Source: an optimization exercise on an open RTL-to-GDS flow (aim: small area). Production flows keep margins and buffers that such runs may drop.
Only simulation tests tie the RTL to the original design; equivalence was not proved.
No activity file was given, so power comes from the tool's default toggle rates. No driver is modelled on the clock port, so clocking that relies on it looks cheaper here than on a real chip.

==> flow/design.v <==
`default_nettype none
module fifo_16_1024_ft
  (
   input wire        clk,
   input wire        srst,
   input wire [13:0] din,
   input wire        wr_en,
   input wire        rd_en,
   output wire [13:0] dout,
   output wire       valid
   );
    localparam DEPTH_LOG2 = 4;
    reg [13:0] mem [0:(1<<DEPTH_LOG2)-1];
    reg [DEPTH_LOG2:0] wp;
    reg [DEPTH_LOG2:0] rp;
    wire empty = (wp == rp);
    wire full = (wp[DEPTH_LOG2] != rp[DEPTH_LOG2]) &&
                (wp[DEPTH_LOG2-1:0] == rp[DEPTH_LOG2-1:0]);
    assign valid = ~empty;
    assign dout = mem[rp[DEPTH_LOG2-1:0]];
    always @(posedge clk) begin
	if(wr_en == 1'b1 && full == 1'b0) begin
	    mem[wp[DEPTH_LOG2-1:0]] <= din;
	end
    end
    always @(posedge clk) begin
	if(srst == 1'b1) begin
	    wp <= 0;
	    rp <= 0;
	end else begin
	    if(wr_en == 1'b1 && full == 1'b0) begin
		wp <= wp + 1'b1;
	    end
	    if(rd_en == 1'b1 && empty == 1'b0) begin
		rp <= rp + 1'b1;
	    end
	end
    end
endmodule  
`default_nettype wire
`default_nettype none
module cmac_usplus_emitter
  (
   input wire clk,
   input wire reset,
   input wire din_valid,
   input wire din_sop,
   input wire din_eop,
   input wire [5:0] din_mty,
   output wire dout_kick,
   output wire [13:0] dout_bytes,
   input wire cmac_busy,
   input wire cmac_done,
   input wire cmac_tx_rdy
   );
    reg [7:0] beats;
    reg       dout_ready;
    always @(posedge clk) begin
	if(din_valid == 1'b1)
	    beats <= din_sop ? 8'd1 : beats + 8'd1;
    end
    always @(posedge clk) begin
	if(reset == 1'b1)
	    dout_ready <= 1'b0;
	else
	    dout_ready <= din_valid & din_eop;
    end
    reg fifo_rd;
    wire [13:0] fifo_q;
    wire fifo_valid;
    fifo_16_1024_ft fifo_i(.clk(clk),
			   .srst(reset),
			   .din({beats, 6'd0} - {8'd0, din_mty}),
			   .wr_en(dout_ready),
			   .rd_en(fifo_rd),
			   .dout(fifo_q),
			   .valid(fifo_valid));
    reg kick_reg, wait_done;
    reg [13:0] bytes_reg;
    assign dout_kick = kick_reg;
    assign dout_bytes = bytes_reg;
    wire start = !kick_reg && !wait_done && fifo_valid && cmac_tx_rdy;
    always @(posedge clk) begin
	if(start == 1'b1)
	    bytes_reg <= fifo_q;
    end
    always @(posedge clk) begin
	if(reset == 1'b1) begin
	    kick_reg <= 1'b0;
	    wait_done <= 1'b0;
	    fifo_rd <= 1'b0;
	end else begin
	    fifo_rd <= start;
	    if(start == 1'b1)
		kick_reg <= 1'b1;
	    else if(kick_reg == 1'b1 && cmac_busy == 1'b1) begin
		kick_reg <= 1'b0;
		wait_done <= 1'b1;
	    end else if(wait_done == 1'b1 && cmac_done == 1'b1)
		wait_done <= 1'b0;
	end
    end
endmodule  
`default_nettype wire
`default_nettype none
module ether_echo
  (
   input wire         clk,
   input wire         reset,
   input wire [127:0] rx_dataout0,
   input wire [127:0] rx_dataout1,
   input wire [127:0] rx_dataout2,
   input wire [127:0] rx_dataout3,
   input wire         rx_enaout0,
   input wire         rx_sopout0,
   input wire         rx_eopout0,
   input wire         rx_eopout1,
   input wire         rx_eopout2,
   input wire         rx_eopout3,
   input wire [3:0]   rx_mtyout0,
   input wire [3:0]   rx_mtyout1,
   input wire [3:0]   rx_mtyout2,
   input wire [3:0]   rx_mtyout3,
   output reg  [511:0] send_data,
   output reg          send_valid,
   output reg          send_sop,
   output reg          send_eop,
   output wire [7:0]   send_mty,
   output wire         tx_kick,
   output wire [13:0]  tx_bytes,
   input wire          cmac_busy,
   input wire          cmac_done,
   input wire          cmac_tx_rdy
   );
    localparam [15:0] APP_KEY = 16'h3434;
    wire [5:0] recv_mty = rx_eopout3 == 1'b1 ? {2'd0, rx_mtyout3}
	       : rx_eopout2 == 1'b1 ? {2'd1, rx_mtyout2}
	       : rx_eopout1 == 1'b1 ? {2'd2, rx_mtyout1}
	       : rx_eopout0 == 1'b1 ? {2'd3, rx_mtyout0}
               : 6'd0;
    wire recv_eop = rx_eopout0 | rx_eopout1 | rx_eopout2 | rx_eopout3;
    wire [511:0] recv_data = {rx_dataout0, rx_dataout1, rx_dataout2, rx_dataout3};
    reg in_frame;
    wire first = !in_frame && rx_enaout0 && rx_sopout0 && recv_data[415:400] == APP_KEY;
    wire acc = first || (in_frame && rx_enaout0);
    always @(posedge clk) begin
	if(reset == 1'b1)
	    in_frame <= 1'b0;
	else if(first && !recv_eop)
	    in_frame <= 1'b1;
	else if(in_frame && rx_enaout0 && recv_eop)
	    in_frame <= 1'b0;
    end
    reg [511:0] din_q;
    reg         acc_q, first_q, last_q;
    reg [5:0]   mty_q;
    wire swap = !in_frame && rx_sopout0;
    always @(posedge clk) begin
	din_q <= swap ? {recv_data[463:416], recv_data[511:464], recv_data[415:0]} : recv_data;
	mty_q <= recv_mty;
	first_q <= first;
	last_q <= recv_eop;
    end
    always @(posedge clk) begin
	if(reset == 1'b1)
	    acc_q <= 1'b0;
	else
	    acc_q <= acc;
    end
    reg [511:0] hold_q;
    reg         pend, hold_first, hold_last;
    reg [5:0]   hold_mty;
    wire single = acc_q && first_q && last_q;
    wire flush = !acc_q && pend && hold_last;
    always @(posedge clk) begin
	if(acc_q == 1'b1) begin
	    hold_q <= din_q;
	    hold_first <= first_q;
	    hold_last <= last_q;
	    hold_mty <= mty_q;
	end
    end
    always @(posedge clk) begin
	if(reset == 1'b1)
	    pend <= 1'b0;
	else if(acc_q == 1'b1)
	    pend <= !single;
	else if(flush == 1'b1)
	    pend <= 1'b0;
    end
    reg [5:0] send_mty_q;
    assign send_mty = {2'd0, send_mty_q};
    always @(posedge clk) begin
	send_data <= single ? din_q : hold_q;
	send_sop <= single ? 1'b1 : hold_first;
	send_eop <= single ? 1'b1 : flush;
	if(single)
	    send_mty_q <= mty_q;
	else if(flush)
	    send_mty_q <= hold_mty;
    end
    always @(posedge clk) begin
	if(reset == 1'b1)
	    send_valid <= 1'b0;
	else
	    send_valid <= single || flush || (acc_q && pend);
    end
    cmac_usplus_emitter cmac_usplus_emitter_i
      (
       .clk(clk),
       .reset(reset),
       .din_valid(send_valid),
       .din_sop(send_sop),
       .din_eop(send_eop),
       .din_mty(send_mty_q),
       .dout_kick(tx_kick),
       .dout_bytes(tx_bytes),
       .cmac_busy(cmac_busy),
       .cmac_done(cmac_done),
       .cmac_tx_rdy(cmac_tx_rdy)
       );
endmodule  
`default_nettype wire
export LEC_CHECK = 0
export CAP_MARGIN = 20
export CORE_MARGIN = 2
export CORE_UTILIZATION = 40
export SLEW_MARGIN = 20
create_clock -name core_clock -period 4.0 [get_ports {clk}]
standard.sh (not shown) runs the stock make flow with config.mk's settings and CLKGATE_MAP_FILE= SYNTH_SCRIPT=/design/flow/synth_recipe.tcl, a recipe that flattens the netlist after the stock synthesis.
==> flow/flow/run.sh <==
#!/bin/bash
# Standard ORFS layout (standard.sh: the standard flow's synthesis, floorplan, power grid
# and tap cells unchanged), with two changes to how the layout is built:
#  - port buffers are buf_1 cells instead of the default clkdlybuf4s50_1
#  - clock tree synthesis inserts no dummy loads and clusters more sinks
#    per clkbuf_16 leaf buffer
set -euo pipefail
cd "$(dirname "$0")/.."
bash standard.sh \
  "BUFFER_PORTS_ARGS=-buffer_cell sky130_fd_sc_hd__buf_1" \
  "CTS_ARGS=-sink_clustering_enable -repair_clock_nets -dont_use_dummy_load -buf_list sky130_fd_sc_hd__clkbuf_16 -sink_clustering_size 25 -sink_clustering_max_diameter 100" \
  finish > flow_standard.log 2>&1
Rerun with:
--- a/flow/design.v
+++ b/flow/design.v
@@ -138,74 +138,81 @@
 	       : rx_eopout1 == 1'b1 ? {2'd2, rx_mtyout1}
 	       : rx_eopout0 == 1'b1 ? {2'd3, rx_mtyout0}
                : 6'd0;
     wire recv_eop = rx_eopout0 | rx_eopout1 | rx_eopout2 | rx_eopout3;
     wire [511:0] recv_data = {rx_dataout0, rx_dataout1, rx_dataout2, rx_dataout3};
-    reg in_frame;
+    reg in_frame, idle;
     wire first = !in_frame && rx_enaout0 && rx_sopout0 && recv_data[415:400] == APP_KEY;
     wire acc = first || (in_frame && rx_enaout0);
-    always @(posedge clk) begin
-	if(reset == 1'b1)
+    wire in_frame_next = (first && !recv_eop) || (in_frame && !(rx_enaout0 && recv_eop));
+    always @(posedge clk) begin
+	if(reset == 1'b1) begin
 	    in_frame <= 1'b0;
-	else if(first && !recv_eop)
-	    in_frame <= 1'b1;
-	else if(in_frame && rx_enaout0 && recv_eop)
-	    in_frame <= 1'b0;
+	    idle <= 1'b1;
+	end else begin
+	    in_frame <= in_frame_next;
+	    idle <= !in_frame_next;
+	end
     end
     reg [511:0] din_q;
-    reg         acc_q, first_q, last_q;
+    reg         acc_q, hold_q_keep, first_q, last_q, single_q;
     reg [5:0]   mty_q;
-    wire swap = !in_frame && rx_sopout0;
-    always @(posedge clk) begin
-	din_q <= swap ? {recv_data[463:416], recv_data[511:464], recv_data[415:0]} : recv_data;
+    wire [95:0] recv_macs = recv_data[511:416];
+    wire [95:0] recv_swapped = {recv_macs[47:0], recv_macs[95:48]};
+    always @(posedge clk) begin
+	din_q[511:416] <= ({96{idle}} & recv_swapped) | ({96{in_frame}} & recv_macs);
+	din_q[415:0] <= recv_data[415:0];
 	mty_q <= recv_mty;
 	first_q <= first;
 	last_q <= recv_eop;
     end
     always @(posedge clk) begin
-	if(reset == 1'b1)
+	if(reset == 1'b1) begin
 	    acc_q <= 1'b0;
-	else
+	    hold_q_keep <= 1'b1;
+	    single_q <= 1'b0;
+	end else begin
 	    acc_q <= acc;
+	    hold_q_keep <= !acc;
+	    single_q <= first && recv_eop;
+	end
     end
     reg [511:0] hold_q;
     reg         pend, hold_first, hold_last;
     reg [5:0]   hold_mty;
-    wire single = acc_q && first_q && last_q;
     wire flush = !acc_q && pend && hold_last;
     always @(posedge clk) begin
+	hold_q <= ({512{acc_q}} & din_q) | ({512{hold_q_keep}} & hold_q);
+    end
+    always @(posedge clk) begin
 	if(acc_q == 1'b1) begin
-	    hold_q <= din_q;
 	    hold_first <= first_q;
 	    hold_last <= last_q;
 	    hold_mty <= mty_q;
 	end
     end
     always @(posedge clk) begin
 	if(reset == 1'b1)
 	    pend <= 1'b0;
 	else if(acc_q == 1'b1)
-	    pend <= !single;
+	    pend <= !single_q;
 	else if(flush == 1'b1)
 	    pend <= 1'b0;
     end
     reg [5:0] send_mty_q;
     assign send_mty = {2'd0, send_mty_q};
     always @(posedge clk) begin
-	send_data <= single ? din_q : hold_q;
-	send_sop <= single ? 1'b1 : hold_first;
-	send_eop <= single ? 1'b1 : flush;
-	if(single)
-	    send_mty_q <= mty_q;
-	else if(flush)
-	    send_mty_q <= hold_mty;
+	send_data <= ({512{single_q}} & din_q) | ({512{pend}} & hold_q);
+	send_sop <= single_q | hold_first;
+	send_eop <= single_q | flush;
+	send_mty_q <= single_q ? mty_q : hold_mty;
     end
     always @(posedge clk) begin
 	if(reset == 1'b1)
 	    send_valid <= 1'b0;
 	else
-	    send_valid <= single || flush || (acc_q && pend);
+	    send_valid <= single_q || flush || (acc_q && pend);
     end
     cmac_usplus_emitter cmac_usplus_emitter_i
       (
        .clk(clk),
        .reset(reset),
Cell area falls by a few percent; via count rises by about a fifth; power falls by a few percent; setup slack improved by 0.0070 ns; sequential share of layout area falls by 6.3 points; routed wire length rises by a few percent; global-route usage rises by 1.6 points; critical path depth does not change; maximum frequency barely changes.


Another version of the RTL of ether_echo (not shown whole).
Size: ~3900 cells after synthesis, ~1800 flip-flops, about 0.052 mm² of cells after synthesis.
==> module ether_echo, before the edit <==
module ether_echo
  (
   input wire         clk,
   input wire         reset,
   input wire [127:0] rx_dataout0,
   input wire [127:0] rx_dataout1,
   input wire [127:0] rx_dataout2,
   input wire [127:0] rx_dataout3,
   input wire         rx_enaout0,
   input wire         rx_sopout0,
   input wire         rx_eopout0,
   input wire         rx_eopout1,
   input wire         rx_eopout2,
   input wire         rx_eopout3,
   input wire [3:0]   rx_mtyout0,
   input wire [3:0]   rx_mtyout1,
   input wire [3:0]   rx_mtyout2,
   input wire [3:0]   rx_mtyout3,
   output reg  [511:0] send_data,
   output reg          send_valid,
   output reg          send_sop,
   output reg          send_eop,
   output wire [7:0]   send_mty,
   output wire         tx_kick,
   output wire [13:0]  tx_bytes,
   input wire          cmac_busy,
   input wire          cmac_done,
   input wire          cmac_tx_rdy
   );
    localparam [15:0] APP_KEY = 16'h3434;
    wire [5:0] recv_mty = rx_eopout3 == 1'b1 ? {2'd0, rx_mtyout3}
	       : rx_eopout2 == 1'b1 ? {2'd1, rx_mtyout2}
	       : rx_eopout1 == 1'b1 ? {2'd2, rx_mtyout1}
	       : rx_eopout0 == 1'b1 ? {2'd3, rx_mtyout0}
               : 6'd0;
    wire recv_eop = rx_eopout0 | rx_eopout1 | rx_eopout2 | rx_eopout3;
    wire [511:0] recv_data = {rx_dataout0, rx_dataout1, rx_dataout2, rx_dataout3};
    reg in_frame, idle;
    wire first = !in_frame && rx_enaout0 && rx_sopout0 && recv_data[415:400] == APP_KEY;
    wire acc = first || (in_frame && rx_enaout0);
    wire in_frame_next = (first && !recv_eop) || (in_frame && !(rx_enaout0 && recv_eop));
    always @(posedge clk) begin
	if(reset == 1'b1) begin
	    in_frame <= 1'b0;
	    idle <= 1'b1;
	end else begin
	    in_frame <= in_frame_next;
	    idle <= !in_frame_next;
	end
    end
    reg [511:0] din_q;
    reg         acc_q, first_q, last_q, single_q;
    reg [5:0]   mty_q;
    wire [95:0] recv_macs = recv_data[511:416];
    wire [95:0] recv_swapped = {recv_macs[47:0], recv_macs[95:48]};
    always @(posedge clk) begin
	din_q[511:416] <= ({96{idle}} & recv_swapped) | ({96{in_frame}} & recv_macs);
	din_q[415:0] <= recv_data[415:0];
	mty_q <= recv_mty;
	first_q <= first;
	last_q <= recv_eop;
    end
    reg [511:0] hold_q;
    reg         hold_load, hold_keep;
    reg         pend, hold_first, hold_last;
    reg [5:0]   hold_mty;
    wire hold_load_next = acc && !(first && recv_eop);
    always @(posedge clk) begin
	if(reset == 1'b1) begin
	    acc_q <= 1'b0;
	    single_q <= 1'b0;
	    hold_load <= 1'b0;
	    hold_keep <= 1'b0;
	end else begin
	    acc_q <= acc;
	    single_q <= first && recv_eop;
	    hold_load <= hold_load_next;
	    hold_keep <= !hold_load_next && !(hold_load && last_q);
	end
    end
    wire flush = !acc_q && pend && hold_last;
    always @(posedge clk) begin
	hold_q <= ({512{hold_load}} & din_q) | ({512{hold_keep}} & hold_q);
    end
    always @(posedge clk) begin
	if(acc_q == 1'b1) begin
	    hold_first <= first_q;
	    hold_last <= last_q;
	end
	if(acc_q == 1'b1 && last_q == 1'b1)
	    hold_mty <= mty_q;
    end
    always @(posedge clk) begin
	if(reset == 1'b1)
	    pend <= 1'b0;
	else if(acc_q == 1'b1)
	    pend <= !single_q;
	else if(flush == 1'b1)
	    pend <= 1'b0;
    end
    assign send_mty = {2'd0, hold_mty};
    always @(posedge clk) begin
	send_data <= ({512{single_q}} & din_q) | hold_q;
	send_sop <= single_q | hold_first;
	send_eop <= single_q | flush;
    end
    always @(posedge clk) begin
	if(reset == 1'b1)
	    send_valid <= 1'b0;
	else
	    send_valid <= single_q || flush || (acc_q && pend);
    end
    cmac_usplus_emitter cmac_usplus_emitter_i
      (
       .clk(clk),
       .reset(reset),
       .din_valid(send_valid),
       .din_sop(send_sop),
       .din_eop(send_eop),
       .din_mty(hold_mty),
       .dout_kick(tx_kick),
       .dout_bytes(tx_bytes),
       .cmac_busy(cmac_busy),
       .cmac_done(cmac_done),
       .cmac_tx_rdy(cmac_tx_rdy)
       );
endmodule  
clock: 4.0 ns
lec_check: 0
cap_margin: 20
core_margin: 2
core_utilization: 60
slew_margin: 20
==> flow/flow/run.sh <==
#!/bin/bash
# Standard ORFS layout (standard.sh: the standard flow's synthesis, floorplan, power grid
# and tap cells unchanged), with two changes to how the layout is built:
#  - port buffers are buf_1 cells instead of the default clkdlybuf4s50_1
#  - clock tree synthesis inserts no dummy loads and clusters more sinks
#    per clkbuf_16 leaf buffer
set -euo pipefail
cd "$(dirname "$0")/.."
bash standard.sh \
  "BUFFER_PORTS_ARGS=-buffer_cell sky130_fd_sc_hd__buf_1" \
  "CTS_ARGS=-sink_clustering_enable -repair_clock_nets -dont_use_dummy_load -buf_list sky130_fd_sc_hd__clkbuf_16 -sink_clustering_size 30 -sink_clustering_max_diameter 80" \
  finish > flow_standard.log 2>&1
The starting point ended with an error in I/O pin placement on PPL-0024.
Change:
--- a/flow/design.v
+++ b/flow/design.v
@@ -147,7 +147,7 @@
 	end
     end
     reg [511:0] din_q;
-    reg         acc_q, first_q, last_q, single_q;
+    reg         acc_q, hold_q_keep, first_q, last_q, single_q;
     reg [5:0]   mty_q;
     wire [95:0] recv_macs = recv_data[511:416];
     wire [95:0] recv_swapped = {recv_macs[47:0], recv_macs[95:48]};
@@ -158,35 +158,30 @@
 	first_q <= first;
 	last_q <= recv_eop;
     end
+    always @(posedge clk) begin
+	if(reset == 1'b1) begin
+	    acc_q <= 1'b0;
+	    hold_q_keep <= 1'b1;
+	    single_q <= 1'b0;
+	end else begin
+	    acc_q <= acc;
+	    hold_q_keep <= !acc;
+	    single_q <= first && recv_eop;
+	end
+    end
     reg [511:0] hold_q;
-    reg         hold_load, hold_keep;
     reg         pend, hold_first, hold_last;
     reg [5:0]   hold_mty;
-    wire hold_load_next = acc && !(first && recv_eop);
-    always @(posedge clk) begin
-	if(reset == 1'b1) begin
-	    acc_q <= 1'b0;
-	    single_q <= 1'b0;
-	    hold_load <= 1'b0;
-	    hold_keep <= 1'b0;
-	end else begin
-	    acc_q <= acc;
-	    single_q <= first && recv_eop;
-	    hold_load <= hold_load_next;
-	    hold_keep <= !hold_load_next && !(hold_load && last_q);
-	end
-    end
     wire flush = !acc_q && pend && hold_last;
     always @(posedge clk) begin
-	hold_q <= ({512{hold_load}} & din_q) | ({512{hold_keep}} & hold_q);
+	hold_q <= ({512{acc_q}} & din_q) | ({512{hold_q_keep}} & hold_q);
     end
     always @(posedge clk) begin
 	if(acc_q == 1'b1) begin
 	    hold_first <= first_q;
 	    hold_last <= last_q;
-	end
-	if(acc_q == 1'b1 && last_q == 1'b1)
 	    hold_mty <= mty_q;
+	end
     end
     always @(posedge clk) begin
 	if(reset == 1'b1)
@@ -196,11 +191,13 @@
 	else if(flush == 1'b1)
 	    pend <= 1'b0;
     end
-    assign send_mty = {2'd0, hold_mty};
-    always @(posedge clk) begin
-	send_data <= ({512{single_q}} & din_q) | hold_q;
+    reg [5:0] send_mty_q;
+    assign send_mty = {2'd0, send_mty_q};
+    always @(posedge clk) begin
+	send_data <= ({512{single_q}} & din_q) | ({512{pend}} & hold_q);
 	send_sop <= single_q | hold_first;
 	send_eop <= single_q | flush;
+	send_mty_q <= single_q ? mty_q : hold_mty;
     end
     always @(posedge clk) begin
 	if(reset == 1'b1)
@@ -215,7 +212,7 @@
        .din_valid(send_valid),
        .din_sop(send_sop),
        .din_eop(send_eop),
-       .din_mty(hold_mty),
+       .din_mty(send_mty_q),
        .dout_kick(tx_kick),
        .dout_bytes(tx_bytes),
        .cmac_busy(cmac_busy),
After rerunning: The changed run produced a clean layout; area after synthesis rises slightly; synthesized cell count climbs slightly.

[what the ideal ports hide]
No port has a modelled driver above. Below, the same layouts with a new extraction and two added sets of constraints.
Step 1 assumes that a clkbuf_16 drives the clock port and a buf_2 every other input.
Step 2 adds t to the input delays and takes it off the output delays; t is the mean of the earliest and latest rising clock arrival at the registers after step 1. Input paths then give back, and output paths get back, about the clock's delay inside the block.
Slacks: ideal ports / drivers / drivers and shift; pairs: ideal ports / drivers.
run | t (ns) | slack for setup (ns) | worst setup path after step 2 | worst data-port slew with drivers (ns) | cell pins on the clock port's net
the first run of note 1 | 0.767 | 1.166 / 1.166 / 1.166 | register to register | 0.21 | 1
the second run of note 1 | 0.766 | 1.173 / 1.173 / 1.173 | register to register | 0.19 | 1
the second run of note 2 | 0.713 | 0.791 / 0.791 / 0.791 | register to register | 0.20 | 1
After both steps setup and hold are still met in every run listed.
